This design comes from an exercise in tuning for small area, a short achievable clock period and few clock cycles per item on the open sky130 flow, not from production work. In this exercise RTL edits were held to simulation tests only and were not proved equivalent to the original. Power is estimated from default activity; no workload was simulated.

==> flow/design.v <==
module systolic_pq_sort3 #(parameter KW=16) (
    input logic [KW-1:0] a, b,
    output logic gt);
  localparam int L = $clog2(KW);
  logic [L:0][KW-1:0] g, ge;
  assign g[0]  = a & ~b;
  assign ge[0] = a | ~b;
  genvar l, j;
  generate
    for (l = 1; l <= L; l = l + 1) begin : G_LVL
      for (j = 0; j < (KW >> l); j = j + 1) begin : G_NODE
        assign g[l][j]  = g[l-1][2*j+1] | (ge[l-1][2*j+1] & g[l-1][2*j]);
        assign ge[l][j] = g[l-1][2*j+1] | (ge[l-1][2*j+1] & ge[l-1][2*j]);
      end
      if ((KW >> l) < KW) begin : G_PAD
        assign g[l][KW-1:(KW >> l)] = '0;
        assign ge[l][KW-1:(KW >> l)] = '0;
      end
    end
  endgenerate
  assign gt = g[L][0];
endmodule
module systolic_pq #(parameter KW=16, VW=16, N=16) (
  input logic clk, rst, ivalid,
  input logic [KW+VW-1:0] idata,
  output logic irdy,
  output logic ovalid,
  output logic [KW+VW-1:0] odata,
  input logic ordy
  );
  localparam int W = KW + VW;
  logic [W-1:0] e [0:N-1];    
  logic [N-1:0] v;            
  logic [N:0]   gt;           
  assign odata  = e[0];
  assign ovalid = v[0];
  assign irdy   = !v[N-1];
  logic ins, ext;
  assign ins = ivalid && irdy;
  assign ext = ordy && ovalid;
  logic ins_only, ext_only, both, idle;
  assign ins_only = ins && !ext;
  assign ext_only = ext && !ins;
  assign both     = ins && ext;
  assign idle     = !ins && !ext;
  genvar i;
  generate
    for (i = 0; i < N; i = i + 1) begin : G_CMP
      logic kgt;
      systolic_pq_sort3 #(.KW(KW)) U_CMP (.a(e[i][W-1:VW]), .b(idata[W-1:VW]), .gt(kgt));
      assign gt[i] = !v[i] || kgt;
    end
  endgenerate
  assign gt[N] = 1'b1;
  generate
    for (i = 0; i < N; i = i + 1) begin : G_ENT
      logic [W-1:0] lo, hi;    
      logic gtl;               
      logic s_hold, s_lo, s_hi, s_new;
      if (i == 0) begin : G_FIRST
        assign lo = idata;
        assign gtl = 1'b0;
      end else begin : G_MID
        assign lo = e[i-1];
        assign gtl = gt[i-1];
      end
      if (i == N-1) begin : G_LAST
        assign hi = e[i];
      end else begin : G_UP
        assign hi = e[i+1];
      end
      logic p_below, p_just, p_at, p_above;
      assign p_below = !gt[i+1];
      assign p_just  = gt[i+1] && !gt[i];
      assign p_at    = gt[i] && !gtl;
      assign p_above = gtl;
      assign s_hi   = ext_only || (both && p_below);
      assign s_new  = (ins_only && p_at) || (both && (p_just || (i == 0 && p_at)));
      assign s_lo   = ins_only && p_above;
      assign s_hold = idle || (ins_only && (p_below || p_just)) ||
                      (both && (p_above || (i != 0 && p_at)));
      always_ff @(posedge clk)
        e[i] <= ({W{s_hold}} & e[i]) | ({W{s_lo}} & lo) |
                ({W{s_hi}} & hi) | ({W{s_new}} & idata);
    end
  endgenerate
  always_ff @(posedge clk) begin
    if (rst)
      v <= '0;
    else if (ins && !ext)
      v <= {v[N-2:0], 1'b1};
    else if (ext && !ins)
      v <= {1'b0, v[N-1:1]};
  end
endmodule
export LEC_CHECK = 0
export CAP_MARGIN = 20
export CORE_MARGIN = 2
export CORE_UTILIZATION = 35
export PLACE_DENSITY = 0.6
export SETUP_SLACK_MARGIN = 1.7
export SLEW_MARGIN = 20
create_clock -name core_clock -period 4.5 [get_ports {clk}]
standard.sh (not shown) runs the stock make flow with config.mk's settings and CLKGATE_MAP_FILE= SYNTH_SCRIPT=/design/flow/synth_recipe.tcl, a recipe that flattens the netlist after the stock synthesis.
==> flow/flow/run.sh <==
#!/bin/bash
# Own flow: the standard layout, with a synthesis whose ABC mapping aims at
# delay (flow/abc_fast.script, delay target MY_ABC_D ps) instead of ORFS's
# area-recovering script. Registers, their names and cells are unchanged.
set -euo pipefail
W=$PWD
export MY_ABC_SCRIPT=$W/flow/abc_fast.script
export MY_ABC_D=${MY_ABC_D:-1000}
cat flow/abc_hook.tcl synth_recipe.tcl > my_synth.tcl
sed "s#SYNTH_SCRIPT=[^ ]*synth_recipe.tcl#SYNTH_SCRIPT=$W/my_synth.tcl#" standard.sh > my_standard.sh
grep -q "SYNTH_SCRIPT=$W/my_synth.tcl" my_standard.sh
bash my_standard.sh synth > synth.log 2>&1
grep -q "flow abc:" orfs/logs/*/systolic_pq/base/1_2_yosys.log
bash standard.sh > layout.log 2>&1
==> flow/flow/abc_fast.script <==
strash
dc2
balance
map {D}
topo
buffer
upsize {D}
dnsize {D}
stime -p
==> flow/flow/abc_hook.tcl <==
# Run Yosys's abc with this flow's ABC script and delay target in place of
# ORFS's; everything else in the synthesis is the standard one.
proc abc {args} {
  set i [lsearch -exact $args -script]
  if {$i >= 0} { lset args [expr {$i + 1}] $::env(MY_ABC_SCRIPT) }
  set j [lsearch -exact $args -D]
  if {$j >= 0} { lset args [expr {$j + 1}] $::env(MY_ABC_D) } else { lappend args -D $::env(MY_ABC_D) }
  puts "flow abc: $args"
  yosys abc {*}$args
}
The starting point produced a clean layout.
Testbench counts at the start, summed over its fixed seeds: cycles 32,000, ops 32,000.
==> next run, changes <==
==> flow/flow/abc_fast.script (replaced) <==
strash
dch
balance
map {D}
topo
buffer
upsize {D}
dnsize {D}
stime -p
- SETUP_SLACK_MARGIN: 1.7 -> 2.0
Effect:
- The new run finished with timing, DRC and antenna clean
- setup slack improves by 0.17 ns
- die area grows by 2.9%
- first-iteration DRC count grows by 26%
==> next run, changes <==
==> flow/flow/abc_fast.script (replaced) <==
strash
dc2
balance
map {D}
topo
buffer
upsize {D}
dnsize {D}
stime -p
- CTS_CLUSTER_DIAMETER: unset -> 100
- CTS_CLUSTER_SIZE: unset -> 30
- SETUP_SLACK_MARGIN: 2.0 -> 1.45
=> Power shrinks by 19%. Wire length shrinks by 14%. Setup slack gets worse by 0.39 ns. Sequential power shrinks by 2.4%. Worst hold slack gets better by 0.015 ns. Synthesized area shrinks by 2.9%.
==> next run, changes <==
- CORE_UTILIZATION: 35 -> 55
- CTS_CLUSTER_DIAMETER: 100 -> 60
- CTS_CLUSTER_SIZE: 30 -> 20
- PLACE_DENSITY: 0.6 -> 0.75
- SETUP_SLACK_MARGIN: 1.45 -> 1.7
Result:
- The new run produced a clean layout
- power increases by 5.8%
- final area grows by 1.6%
- first-iteration DRC count rises by 21%
- die area went down by 36%

---

== oak ==
// systolic_pq: RTL as listed in full above, without the edits since
Settings: LEC_CHECK=0, CAP_MARGIN=20, CORE_MARGIN=2, CORE_UTILIZATION=45, CTS_CLUSTER_DIAMETER=100, CTS_CLUSTER_SIZE=30, PLACE_DENSITY=0.7, SETUP_SLACK_MARGIN=1.7, SLEW_MARGIN=20; clock period 4.5 ns.
==> flow/flow/abc_fast.script <==
strash
dc2
balance
map {D}
topo
buffer
upsize {D}
dnsize {D}
stime -p
Scripts as last shown in full above: flow/flow/run.sh, flow/flow/abc_hook.tcl
oak: PASS, flow complete, no timing, DRC or antenna violations
Testbench counts of oak, summed over its fixed seeds: cycles 32,000, ops 32,000.
Changes in pine relative to oak:
Settings: changing CTS_CLUSTER_DIAMETER from 100 to 50; changing PLACE_DENSITY from 0.7 to 0.75; changing CORE_UTILIZATION from 45 to 55.
[summary]
- Shortest period the worst path allows: pine > oak
- Final non-filler cell total of pine falls short of that of oak by a few percent.
- Re largest voltage drop on the vdd net: pine and oak aren't equal, and the lower value belongs to oak.
- Comparing pine and oak, the lower fraction of layout cells with a size suffix above 1 is on oak.
Here is what was changed in the inputs of birch compared with pine.
Settings: CTS_CLUSTER_SIZE: 30 -> 20; PLACE_DENSITY: 0.75 -> 0.7; SETUP_SLACK_MARGIN: 1.7 -> 1.6; CORE_UTILIZATION: 55 -> 45; CTS_CLUSTER_DIAMETER: 50 -> 60.
Results
The register fraction of the total cell area reported for birch is greater than that of pine by 0.22 points. The worst setup slack was comparable across pine and birch. birch has buffers inserted during post-CTS setup optimization above what pine had. Clock buffer count in the final layout (birch vs. pine) decreases by more than 10%. birch vs pine: maximum VDD drop down. Compared with pine, birch is the less power-hungry design. For pine, the origin of the worst setup path was ivalid, unlike birch, where it was idata[31]. Status: final critical delay including setup and external delays parity (pine, birch). Diff pine and birch: routed metal-1 wire length lower in pine.
#### Input delta (maple over birch)
Settings: SETUP_SLACK_MARGIN changed from 1.6 to 1.7; CORE_UTILIZATION changed from 45 to 35; CTS_CLUSTER_DIAMETER removed (was 60); PLACE_DENSITY changed from 0.7 to 0.6; CTS_CLUSTER_SIZE removed (was 20).
==> flow/flow/abc_fast.script <==
strash
dch
balance
map {D}
topo
buffer
upsize {D}
dnsize {D}
stime -p
[summary]
- A start-to-end type of the worst setup path of primary input to flop is what birch shows, while flop to output pin belongs to maple.
- On total number of H-tree levels, birch tracks maple almost exactly.
- Delta (maple minus birch): leakage component of the power now sits higher; least setup slack across all paths after layout now sits higher; global placement routability congestion now sits higher; arrival time of data at the critical path endpoint now sits lower; layout clock buffer count now sits higher.
- On maple: overall power of the completed layout is 7.4% higher than what birch gave.
- Per the comparison of maple with birch, non-clock buffer count +about 0.36%; number of global-route vias before repair +about 5.6%.

---

== run G ==
// systolic_pq: RTL as listed in full above, without the edits since
==> flow/config.mk <==
export PLATFORM = sky130hd
export DESIGN_NAME = systolic_pq
export DESIGN_NICKNAME = systolic_pq
export VERILOG_FILES = /design/flow/design.v
export SDC_FILE = /design/flow/constraint.sdc
export NUM_CORES = 4
export LEC_CHECK = 0
export CAP_MARGIN = 20
export CORE_MARGIN = 2
export CORE_UTILIZATION = 45
export CTS_CLUSTER_DIAMETER = 60
export CTS_CLUSTER_SIZE = 20
export PLACE_DENSITY = 0.7
export SETUP_SLACK_MARGIN = 1.8
export SLEW_MARGIN = 20
==> flow/constraint.sdc <==
create_clock -name core_clock -period 4.5 [get_ports {clk}]
set_input_delay 0.9000 -clock core_clock [delete_from_list [all_inputs] [get_ports {clk}]]
set_output_delay 0.9000 -clock core_clock [all_outputs]
set_load 0.01 [all_outputs]
==> flow/flow/abc_fast.script <==
strash
dc2
balance
map {D}
topo
buffer
upsize {D}
dnsize {D}
stime -p
Scripts as last shown in full above: flow/flow/run.sh, flow/flow/abc_hook.tcl
Testbench counts of run G, summed over its fixed seeds: cycles 32,000, ops 32,000.
Changes in run M relative to run G:
Settings: PLACE_DENSITY: 0.7 -> 0.65; CTS_CLUSTER_DIAMETER: 60 -> unset; CORE_UTILIZATION: 45 -> 50; SETUP_SLACK_MARGIN: 1.8 -> 2.4; CTS_CLUSTER_SIZE: 20 -> unset.
==> flow/run.sh (new file) <==
#!/bin/bash
# synth_recipe.tcl (not shown) runs the flow's synth.tcl, then flattens the netlist and writes it again
# the make line also repeats each setting of config.mk as NAME=value (left out here)
make -C /OpenROAD-flow-scripts/flow DESIGN_CONFIG=/design/flow/config.mk WORK_HOME=/design/flow/orfs CLKGATE_MAP_FILE= SYNTH_SCRIPT=/design/flow/synth_recipe.tcl finish
removed: flow/flow/run.sh
removed: flow/flow/abc_fast.script
removed: flow/flow/abc_hook.tcl
removed: flow/standard.sh
Notes after the runs:
- Number of combinational gates with multiple inputs is higher on run G
- From run G to run M, count of final hold-check violations did not move at all.
- Minimum setup slack in the final design came out lower on run M than on run G.
- Sort run M and run G by cell area after layout, descending, and run M comes first.
- The combinational power in run M was higher than what run G gave.
- Run M completed every stage of the flow, and the final layout passed the timing, DRC and antenna checks.

static timing again, ports no longer ideal:
The results above use ideal ports. As a check the final layouts listed here were re-extracted and re-timed, cells and wires unchanged.
Step 1 sets driving cells, clkbuf_16 on the clock port and buf_2 on the other inputs (assumed; they add their load-dependent delay and slew).
Step 2 adds t to the input delays and takes it off the output delays; t is the mean of the earliest and latest rising clock arrival at the registers after step 1. Input paths then give back, and output paths get back, about the clock's delay inside the block.
Three values: no drivers, after step 1, after step 2; two values: the first two.
run	t, ns	setup slack, ns	worst data-port slew with drivers (ns)
the first run of note 1	0.732	1.737 / 1.669 / 1.098	0.04
the second run of note 1	0.716	1.905 / 1.915 / 1.200	0.11
the third run of note 1	0.679	1.511 / 1.538 / 0.859	0.08
the fourth run of note 1	0.667	1.711 / 1.656 / 1.070	0.10
oak	0.661	1.730 / 1.669 / 1.152	0.10
pine	0.673	1.666 / 1.644 / 1.025	0.10
birch	0.673	1.664 / 1.701 / 1.033	0.11
maple	0.702	1.731 / 1.664 / 1.107	0.07
run G	0.665	1.792 / 1.729 / 1.215	0.11
run M	0.728	0.586 / 0.524 / -0.205	0.21
With both steps, setup timing fails in run M, where it was met with ideal ports. For run M, which loses most, drivers alone change the setup slack by -0.062 ns; drivers and shift together by -0.791 ns.
